This design comes from an exercise in tuning for small area on the open sky130 flow, not from production work. The RTL was checked by simulation tests, not by an equivalence proof against the original design. Power and IR drop assume default switching activity.

==> 05-25: inputs <==
==> flow/design.v <==
`timescale 1ns / 1ps
module DSP_DATA_SWITCH
#(parameter DATA_WIDTH_IN_BYTES = 4)
(
input   wire ACLK,
input   wire ARESETn,
input   wire   [7:0]                    s_axis_tdata_sel,
input   wire                            s_axis_tvalid_sel,
output  wire                            s_axis_tready_sel,
input  wire [8*DATA_WIDTH_IN_BYTES-1:0] s_axis_tdata_0,
input  wire                             s_axis_tvalid_0,
input  wire                             s_axis_tlast_0,
output wire                             s_axis_tready_0,
input  wire [8*DATA_WIDTH_IN_BYTES-1:0] s_axis_tdata_1,
input  wire                             s_axis_tlast_1,
input  wire                             s_axis_tvalid_1,
output wire                             s_axis_tready_1,
input  wire [8*DATA_WIDTH_IN_BYTES-1:0] s_axis_tdata_2,
input  wire                             s_axis_tvalid_2,
input  wire                             s_axis_tlast_2,
output wire                             s_axis_tready_2 ,
output wire [8*DATA_WIDTH_IN_BYTES-1:0] m_axis_tdata ,
output wire                             m_axis_tvalid,
output wire                             m_axis_tlast,
input  wire                             m_axis_tready,
output reg RDY
    );
localparam W = 8*DATA_WIDTH_IN_BYTES;
wire       cmd_hi = |s_axis_tdata_sel[7:2];
wire [2:0] cmd = cmd_hi ? 3'b000 :
                 {s_axis_tdata_sel[1] & !s_axis_tdata_sel[0],
                  !s_axis_tdata_sel[1] & s_axis_tdata_sel[0],
                  !s_axis_tdata_sel[1] & !s_axis_tdata_sel[0]};
reg  [2:0] select;            
reg  [2:0] select_reg;
reg        state_sel;
reg        s_axis_tvalid_sel_int;
reg        s_axis_tready_sel_int;
reg        allow_state_selection;
reg  [2:0] state_f;           
reg        m_axis_tready_reg;
reg  [2:0] s_axis_tvalid_reg;
reg  [2:0] m_axis_tready_int;
reg        m_axis_tvalid_int;
reg        m_axis_tlast_int;
reg  [W-1:0] m_axis_tdata_int;
reg  [W-1:0] m_axis_tdata_reg;
reg          m_axis_tlast_reg;
reg  [W-1:0] temp_m_axis_tdata_reg;
reg          temp_m_axis_tlast_reg;
reg          temp_loaded;     
assign m_axis_tvalid     = m_axis_tvalid_int;
assign s_axis_tready_0   = m_axis_tready_int[0];
assign s_axis_tready_1   = m_axis_tready_int[1];
assign s_axis_tready_2   = m_axis_tready_int[2];
assign m_axis_tdata      = m_axis_tdata_reg;
assign m_axis_tlast      = m_axis_tlast_reg;
assign s_axis_tready_sel = s_axis_tready_sel_int;
wire [2:0] s_valid3 = {s_axis_tvalid_2, s_axis_tvalid_1, s_axis_tvalid_0};
wire [2:0] s_last3  = {s_axis_tlast_2, s_axis_tlast_1, s_axis_tlast_0};
wire sel_ok   = |select;
wire any_last = |s_last3;
always @(posedge ACLK) begin
    if (!ARESETn) begin
        RDY                   <= 1'b1;
        state_sel             <= 1'b0;
        s_axis_tvalid_sel_int <= 1'b0;
        s_axis_tready_sel_int <= 1'b0;
        allow_state_selection <= 1'b0;
        select_reg            <= 3'b001;
        select                <= 3'b001;
    end else begin
        RDY                   <= sel_ok;
        state_sel             <= sel_ok & (state_sel ? !m_axis_tlast_int : s_axis_tvalid_sel_int);
        s_axis_tvalid_sel_int <= s_axis_tvalid_sel;
        s_axis_tready_sel_int <= !state_sel;
        allow_state_selection <= state_sel;
        if (state_sel) begin
            select_reg <= cmd;
            if (any_last) select <= select_reg;
        end else if (!sel_ok) begin
            select <= cmd;
        end
    end
end
wire st_w    = !(|state_f);
wire x_rdy   = |(state_f & m_axis_tready_int);
wire x_vreg  = |(state_f & s_axis_tvalid_reg);
wire x_valid = |(state_f & s_valid3);
wire x_last  = |(state_f & s_last3);
wire s_valid = |(select & s_valid3);
wire s_stall = |(select & m_axis_tready_int & s_axis_tvalid_reg) & !m_axis_tready;
wire s_last  = |(select & s_last3);
wire rdy_next = m_axis_tready_reg & !m_axis_tlast_int & !s_stall;
wire start   = m_axis_tready & allow_state_selection &
               |(select & {s_axis_tvalid_reg[2:1], s_axis_tvalid_0});
wire load_out  = x_rdy & (m_axis_tready | !x_vreg);
wire load_temp = x_rdy & !m_axis_tready & x_vreg;
wire load_skid = !st_w & !x_rdy & m_axis_tready;
always @(posedge ACLK) begin
    if (!ARESETn) begin
        state_f           <= 3'b000;
        m_axis_tready_reg <= 1'b0;
        m_axis_tready_int <= 3'b000;
        m_axis_tvalid_int <= 1'b0;
        m_axis_tlast_int  <= 1'b0;
        temp_loaded       <= 1'b0;
    end else begin
        if (st_w)
            state_f <= start ? select : 3'b000;
        else if (m_axis_tlast_int)
            state_f <= 3'b000;
        m_axis_tready_reg <= m_axis_tready;
        m_axis_tready_int <= select & {3{rdy_next}};
        if (st_w)        m_axis_tlast_int <= 1'b0;
        else if (sel_ok) m_axis_tlast_int <= s_last;
        if (st_w)
            m_axis_tvalid_int <= s_valid;
        else if (x_rdy)
            m_axis_tvalid_int <= RDY & (m_axis_tready | !x_vreg ? x_valid : x_vreg);
        else if (m_axis_tready)
            m_axis_tvalid_int <= x_last ? x_valid : RDY & x_vreg;
        if (load_temp) temp_loaded <= 1'b1;
    end
end
always @(posedge ACLK)
    s_axis_tvalid_reg <= s_valid3;
wire c_a = ARESETn & load_out;
wire c_b = ARESETn & load_skid & temp_loaded;
wire c_h = ARESETn & !load_out & !load_skid;
always @(posedge ACLK) begin
    m_axis_tdata_reg <= {W{c_a}} & ~m_axis_tdata_int | {W{c_b}} & ~temp_m_axis_tdata_reg | {W{c_h}} & m_axis_tdata_reg;
    m_axis_tlast_reg <= c_a & m_axis_tlast_int | c_b & temp_m_axis_tlast_reg | c_h & m_axis_tlast_reg;
end
always @(posedge ACLK) begin
    m_axis_tdata_int <= ~({W{select[0]}} & s_axis_tdata_0 | {W{select[1]}} & s_axis_tdata_1 | {W{select[2]}} & s_axis_tdata_2);
    if (load_temp) begin
        temp_m_axis_tdata_reg <= m_axis_tdata_int;
        temp_m_axis_tlast_reg <= m_axis_tlast_int;
    end
end
endmodule
`timescale 1 ns / 1 ps
	module DSP_DATA_SWITCH_v1_0 #
	(
    parameter integer DATA_WIDTH_IN_BYTES	= 4
	)
	(
        output wire  RDY,
        input  wire  ACLK,
        input  wire  ARESETn,
		output wire  s00_axis_tready,
		input wire [8*DATA_WIDTH_IN_BYTES-1 : 0] s00_axis_tdata,
		input wire  s00_axis_tlast,
		input wire  s00_axis_tvalid,
		output wire  s01_axis_tready,
		input wire [8*DATA_WIDTH_IN_BYTES-1 : 0] s01_axis_tdata,
		input wire  s01_axis_tlast,
		input wire  s01_axis_tvalid,
		output wire  s02_axis_tready,
		input wire [8*DATA_WIDTH_IN_BYTES-1 : 0] s02_axis_tdata,
		input wire  s02_axis_tlast,
		input wire  s02_axis_tvalid,
		output wire  s03_sel_axis_tready,
		input wire [7:0] s03_sel_axis_tdata,
		input wire  s03_sel_axis_tvalid,
		output wire  m00_axis_tvalid,
		output wire [8*DATA_WIDTH_IN_BYTES-1 : 0] m00_axis_tdata,
		output wire  m00_axis_tlast,
		input wire  m00_axis_tready
	);
	DSP_DATA_SWITCH 
	#(
	.DATA_WIDTH_IN_BYTES(DATA_WIDTH_IN_BYTES)
	)
	DSP_DATA_SWITCH
	(	
	.s_axis_tdata_sel (s03_sel_axis_tdata ), 
	.s_axis_tvalid_sel(s03_sel_axis_tvalid),
	.s_axis_tready_sel(s03_sel_axis_tready),
	.s_axis_tdata_0 (s00_axis_tdata),
	.s_axis_tvalid_0(s00_axis_tvalid),
	.s_axis_tready_0(s00_axis_tready),
	.s_axis_tlast_0 (s00_axis_tlast),
	.s_axis_tdata_1 (s01_axis_tdata ),
	.s_axis_tvalid_1(s01_axis_tvalid),
	.s_axis_tready_1(s01_axis_tready),
	.s_axis_tlast_1 (s01_axis_tlast ),
	.s_axis_tdata_2 (s02_axis_tdata ),
	.s_axis_tvalid_2(s02_axis_tvalid),
	.s_axis_tready_2(s02_axis_tready),
	.s_axis_tlast_2 (s02_axis_tlast ),
	.m_axis_tdata  (m00_axis_tdata ),
	.m_axis_tvalid (m00_axis_tvalid),
	.m_axis_tready (m00_axis_tready),
    .m_axis_tlast  (m00_axis_tlast ),
    .RDY(RDY),
    .ACLK(ACLK),
    .ARESETn(ARESETn)
	);
	endmodule
==> flow/flow/run.sh <==
#!/bin/bash
# Standard ORFS layout with three changes:
#  - synthesis maps the combinational logic with an area-oriented ABC script (flow/synth.tcl);
#  - port buffers are made as sky130_fd_sc_hd__buf_1;
#  - the clock tree uses small clock buffers and no dummy loads.
set -euo pipefail
HERE=$(pwd)
export FLOW_FLOW_ABC="$HERE/flow/area.abc"
BP="-buffer_cell sky130_fd_sc_hd__buf_1"
CA="-sink_clustering_enable -repair_clock_nets -dont_use_dummy_load -sink_clustering_size 40 -sink_clustering_max_diameter 150 -buf_list {sky130_fd_sc_hd__clkbuf_4 sky130_fd_sc_hd__clkbuf_8} -root_buf sky130_fd_sc_hd__clkbuf_8"
export BUFFER_PORTS_ARGS="$BP" CTS_ARGS="$CA"
bash standard.sh finish "SYNTH_SCRIPT=$HERE/flow/synth.tcl" "BUFFER_PORTS_ARGS=$BP" "CTS_ARGS=$CA" > orfs_make.log 2>&1
==> flow/flow/area.abc <==
strash
&get -n
&dch -f
&nf -p -R 1000 -F 8 -A 4 -a
&put
topo
==> flow/flow/synth.tcl <==
# Standard ORFS synthesis (as synth_recipe.tcl runs it), except that the combinational logic is
# mapped with an area-oriented ABC script (flow/area.abc, path in FLOW_FLOW_ABC). Flip-flops are
# mapped before ABC runs, so the registers, their names and cell types are the standard ones.
proc synth {args} { yosys synth -nofsm -noshare {*}$args }
set f [open $::env(SCRIPTS_DIR)/synth.tcl]; set txt [read $f]; close $f
set pre {source $::env(SCRIPTS_DIR)/synth_preamble.tcl}
set idx [string first $pre $txt]
if {$idx < 0} { error "preamble line not found" }
set txt [string replace $txt $idx [expr {$idx + [string length $pre] - 1}] \
  "$pre\nset abc_args \[list -script $::env(FLOW_FLOW_ABC) {*}\[lrange \$abc_args 2 end\]\]\nputs \"custom abc args: \$abc_args\""]
eval $txt
# left out here: clear keep_hierarchy, flatten, clean up, hide names made inside functions, write 1_2_yosys.v
==> flow/standard.sh <==
#!/bin/bash
# synth_recipe.tcl (not shown) runs the flow's synth.tcl, then flattens the netlist and writes it again
# the make line also repeats each setting of config.mk as NAME=value (left out here)
make -C /OpenROAD-flow-scripts/flow DESIGN_CONFIG=/design/flow/config.mk WORK_HOME=/design/flow/orfs CLKGATE_MAP_FILE= SYNTH_SCRIPT=/design/flow/synth_recipe.tcl "${@:-finish}"
==> flow/config.mk <==
export PLATFORM = sky130hd
export DESIGN_NAME = DSP_DATA_SWITCH_v1_0
export DESIGN_NICKNAME = DSP_DATA_SWITCH_v1_0
export VERILOG_FILES = /design/flow/design.v
export SDC_FILE = /design/flow/constraint.sdc
export NUM_CORES = 4
export LEC_CHECK = 0
export CAP_MARGIN = 20
export CORE_MARGIN = 2
export CORE_UTILIZATION = 40
export SLEW_MARGIN = 20
==> flow/constraint.sdc <==
create_clock -name core_clock -period 5.0 [get_ports {ACLK}]
set_input_delay 1.0000 -clock core_clock [delete_from_list [all_inputs] [get_ports {ACLK}]]
set_output_delay 1.0000 -clock core_clock [all_outputs]
set_load 0.01 [all_outputs]
==> 12-13 (differences from 05-25) <==
--- a/flow/design.v
+++ b/flow/design.v
@@ -34,3 +34,5 @@
 reg  [2:0] select;            
-reg  [2:0] select_reg;
+reg  [1:0] select_reg;        
+wire [1:0] cmd_code = {cmd_hi | s_axis_tdata_sel[1], cmd_hi | s_axis_tdata_sel[0]};
+wire [2:0] select_reg_dec = {select_reg == 2'd2, select_reg == 2'd1, select_reg == 2'd0};
 reg        state_sel;
@@ -39,3 +41,4 @@
 reg        allow_state_selection;
-reg  [2:0] state_f;           
+reg  [1:0] state_f;           
+wire [2:0] st = {state_f == 2'd2, state_f == 2'd1, state_f == 2'd0};
 reg        m_axis_tready_reg;
@@ -69,3 +72,3 @@
         allow_state_selection <= 1'b0;
-        select_reg            <= 3'b001;
+        select_reg            <= 2'd0;
         select                <= 3'b001;
@@ -78,4 +81,4 @@
         if (state_sel) begin
-            select_reg <= cmd;
-            if (any_last) select <= select_reg;
+            select_reg <= cmd_code;
+            if (any_last) select <= select_reg_dec;
         end else if (!sel_ok) begin
@@ -85,7 +88,7 @@
 end
-wire st_w    = !(|state_f);
-wire x_rdy   = |(state_f & m_axis_tready_int);
-wire x_vreg  = |(state_f & s_axis_tvalid_reg);
-wire x_valid = |(state_f & s_valid3);
-wire x_last  = |(state_f & s_last3);
+wire st_w    = &state_f;
+wire x_rdy   = |(st & m_axis_tready_int);
+wire x_vreg  = |(st & s_axis_tvalid_reg);
+wire x_valid = |(st & s_valid3);
+wire x_last  = |(st & s_last3);
 wire s_valid = |(select & s_valid3);
@@ -101,3 +104,3 @@
     if (!ARESETn) begin
-        state_f           <= 3'b000;
+        state_f           <= 2'd3;
         m_axis_tready_reg <= 1'b0;
@@ -109,5 +112,5 @@
         if (st_w)
-            state_f <= start ? select : 3'b000;
+            state_f <= start ? {select[2], select[1]} : 2'd3;
         else if (m_axis_tlast_int)
-            state_f <= 3'b000;
+            state_f <= 2'd3;
         m_axis_tready_reg <= m_axis_tready;
--- a/flow/flow/run.sh
+++ b/flow/flow/run.sh
@@ -9,3 +9,3 @@
 BP="-buffer_cell sky130_fd_sc_hd__buf_1"
-CA="-sink_clustering_enable -repair_clock_nets -dont_use_dummy_load -sink_clustering_size 40 -sink_clustering_max_diameter 150 -buf_list {sky130_fd_sc_hd__clkbuf_4 sky130_fd_sc_hd__clkbuf_8} -root_buf sky130_fd_sc_hd__clkbuf_8"
+CA="-sink_clustering_enable -repair_clock_nets -dont_use_dummy_load -buf_list sky130_fd_sc_hd__clkbuf_4 -root_buf sky130_fd_sc_hd__clkbuf_4"
 export BUFFER_PORTS_ARGS="$BP" CTS_ARGS="$CA"
Settings changed: CAP_MARGIN 20 to 0, CORE_UTILIZATION 40 to 65, PLACE_DENSITY from default to 0.8, SLEW_MARGIN 20 to 0.
==> summary.txt <==
Timing
  • FMAX: 374 MHz
  • Post-layout min period: between 2000 and 3000 ps
  • Final clock period utilization by the worst path: 0.535

Cells and area
  • ClkCell Share: 0.0463
  • Sequential cell count: ~120

Outcome
  • Outcome: no timing/DRC/antenna violations

Pwr
  • Clock Power Share: 0.330
  • Pwr/cell area: around 370 mW/mm^2

Worst setup path
  • Critical path origin: m00_axis_tready
  • Startpoint Class: input pin
  • WP data arrival: ~3000 ps

Placement
  • Routability congestion estimate: roughly 0.79
  • DP Wirelength: 6260 um
Source of the figures above: 05-25

==> summary.txt <==
Pwr
  • Pwr/cell area: just over 400 mW/mm^2
  • P_clk: ~0.00043 W

Worst setup path
  • Startpoint Class: flop
  • WP data arrival: around 2600 ps
  • Critical path origin: DSP_DATA_SWITCH.state_f[1]

Placement
  • DP Wirelength: between 6000 and 7000 um
  • Routability congestion estimate: 0.890

Cells and area
  • Sequential cell count: 120
  • Layout Nets: 599
  • ClkCell Share: 0.0266

Synthesis
  • Post-synthesis sequential area ratio: 0.692

Timing
  • Final clock period utilization by the worst path: 0.438
  • Post-layout min period: 2190 ps
  • FMAX: around 460 MHz

Outcome
  • Outcome: no timing/DRC/antenna violations
Source of the figures above: 12-13

==> static timing again, ports no longer ideal <==
In the flow no input, the clock included, has a driving cell. The finished layouts below were timed again as built, in two steps.
Step 1 sets driving cells, clkbuf_16 on the clock port and buf_2 on the other inputs (assumed; they add their load-dependent delay and slew).
Step 2 times the ports against the registers' clock, not the clock port: input delays grow and output delays shrink by t, the midpoint of the rising clock arrivals with the driver on.
Three values: no drivers, after step 1, after step 2; two values: the first two.
run | t, ns | setup WS [ns] | slew at the worst register clock pin (ns)
05-25 | 0.441 | 2.327 / 2.335 / 1.895 | 0.07 / 0.07
12-13 | 0.510 | 2.808 / 2.808 / 2.536 | 0.11 / 0.11
After both steps setup and hold are still met in every run listed. The setup slack of 05-25, which loses most, moves by +0.008 ns with the drivers and by -0.432 ns with both steps.
